This design comes from an exercise in tuning for small area on the open sky130 flow, not from production work. Function was checked by simulation only, so behaviour that the tests miss may differ from the original.

// filter
module filter (
  input  wire               clk,
  input  wire               reset,
  input  wire signed [15:0] data_in,
  output wire signed [34:0] data_out
);
make LEC_CHECK=0 ABC_AREA=1 CAP_MARGIN=20 CORE_MARGIN=2 CORE_UTILIZATION=50 SLEW_MARGIN=20 SYNTH_HIERARCHICAL=1 SYNTH_MINIMUM_KEEP_SIZE=0 finish   # period 20.0 ns
run.sh (not shown) runs the stock make flow with config.mk's settings and CLKGATE_MAP_FILE= SYNTH_SCRIPT=/design/flow/synth_recipe.tcl, a recipe that flattens the netlist after the stock synthesis.
Change:
==> flow/flow/run.sh (new file) <==
#!/bin/bash
# The standard layout (standard.sh, every step unchanged) with two
# settings of its own:
#  - clock tree: sinks clustered in groups of at most 12 within 80 um, each
#    cluster driven by a clkbuf_8, and no dummy balancing loads;
#  - port buffers: buf_1 cells.
# The make output goes to standard.log; each step's log is under orfs/logs.
set -euo pipefail
export CTS_ARGS="-sink_clustering_enable -repair_clock_nets -dont_use_dummy_load -buf_list sky130_fd_sc_hd__clkbuf_8 -sink_clustering_size 12 -sink_clustering_max_diameter 80"
export BUFFER_PORTS_ARGS="-buffer_cell sky130_fd_sc_hd__buf_1"
bash standard.sh > standard.log 2>&1
==> flow/standard.sh (new file) <==
#!/bin/bash
# synth_recipe.tcl (not shown) runs the flow's synth.tcl, then flattens the netlist and writes it again
# the make line also repeats each setting of config.mk as NAME=value (left out here)
make -C /OpenROAD-flow-scripts/flow DESIGN_CONFIG=/design/flow/config.mk WORK_HOME=/design/flow/orfs CLKGATE_MAP_FILE= SYNTH_SCRIPT=/design/flow/synth_recipe.tcl "${@:-finish}"
removed: flow/run.sh
- count of clock-buffer cells in the layout came out lower by 92
- sequential share of layout area came out higher by 1.2 points
- critical path depth came out higher by 1
- clock skew came out higher by 0.056 ns
- via count came out lower by about 0.6%
- final area came out lower by 3.7%
- routed wire length came out higher by 1.5%
Change:
--- a/flow/flow/run.sh
+++ b/flow/flow/run.sh
@@ -2 +2 @@
-# The standard layout (standard.sh, every step unchanged) with two
+# The standard layout (standard.sh, every step unchanged) with one
@@ -6 +6 @@
-#  - port buffers: buf_1 cells.
+
@@ -10 +9,0 @@
-export BUFFER_PORTS_ARGS="-buffer_cell sky130_fd_sc_hd__buf_1"
- GPL_TIMING_DRIVEN: not set -> 0
Outcome: Die area does not change; synthesized area does not change; clock-buffer cell count came out lower by 3; clock skew came out lower by 0.020 ns; worst setup slack got worse by 0.067 ns; cell area came out higher by about 0.7%; global-route usage came out higher by 4.0 points; routed wire length came out higher by about 10%; worst hold slack got worse by 0.013 ns.

---

Another version of the RTL of filter (not shown whole).
Size: roughly 53 I/O pins.
clock: 20.0 ns
lec_check: 0
abc_area: 1
cap_margin: 20
core_margin: 2
core_utilization: 50
slew_margin: 20
synth_hierarchical: 1
synth_minimum_keep_size: 0
standard.sh (not shown) runs the stock make flow with config.mk's settings and CLKGATE_MAP_FILE= SYNTH_SCRIPT=/design/flow/synth_recipe.tcl, a recipe that flattens the netlist after the stock synthesis.
==> flow/flow/run.sh <==
#!/bin/bash
# The standard layout (standard.sh, every step unchanged) with one
# setting of its own:
#  - clock tree: sinks clustered in groups of at most 12 within 80 um, each
#    cluster driven by a clkbuf_8, and no dummy balancing loads;

# The make output goes to standard.log; each step's log is under orfs/logs.
set -euo pipefail
export CTS_ARGS="-sink_clustering_enable -repair_clock_nets -dont_use_dummy_load -buf_list sky130_fd_sc_hd__clkbuf_8 -sink_clustering_size 12 -sink_clustering_max_diameter 80"
bash standard.sh > standard.log 2>&1
Next try:
==> flow/run.sh (new file) <==
#!/bin/bash
# synth_recipe.tcl (not shown) runs the flow's synth.tcl, then flattens the netlist and writes it again
# the make line also repeats each setting of config.mk as NAME=value (left out here)
make -C /OpenROAD-flow-scripts/flow DESIGN_CONFIG=/design/flow/config.mk WORK_HOME=/design/flow/orfs CLKGATE_MAP_FILE= SYNTH_SCRIPT=/design/flow/synth_recipe.tcl finish
removed: flow/flow/run.sh
removed: flow/standard.sh
What happened: Clock-buffer cell count went up by 69. Global-route usage went up by 0.18 points. Cell count went up slightly. Setup slack got worse by 0.0093 ns. Synthesized cell count does not change. Critical path depth does not change. Hold slack improved by 0.040 ns. Die area is unchanged. Wire length went up slightly.

afterwards: timing with drivers on the ports:
In the flow no input, the clock included, has a driving cell. The finished layouts below were timed again as built, in two steps. Step 1 assumes that a clkbuf_16 drives the clock port and a buf_2 every other input. Step 2 adds t to the input delays and takes it off the output delays; t is the mean of the earliest and latest rising clock arrival at the registers after step 1. Input paths then give back, and output paths get back, about the clock's delay inside the block. Slacks: no drivers / after step 1 / after step 2; pairs: no drivers / after step 1.
run | t (ns) | setup slack, ns | hold slack, ns
the first run of note 1 | 0.921 | 0.409 / 0.409 / 0.409 | 0.366 / 0.366 / 0.366
the second run of note 1 | 0.997 | 0.448 / 0.448 / 0.448 | 0.361 / 0.361 / 0.361
the third run of note 1 | 1.075 | 0.381 / 0.381 / 0.381 | 0.348 / 0.348 / 0.348
the first run of note 2 | 1.022 | 1.985 / 1.985 / 1.985 | 0.338 / 0.338 / 0.338
the second run of note 2 | 0.945 | 1.976 / 1.976 / 1.976 | 0.379 / 0.379 / 0.379
After both steps every run listed still meets setup and hold.
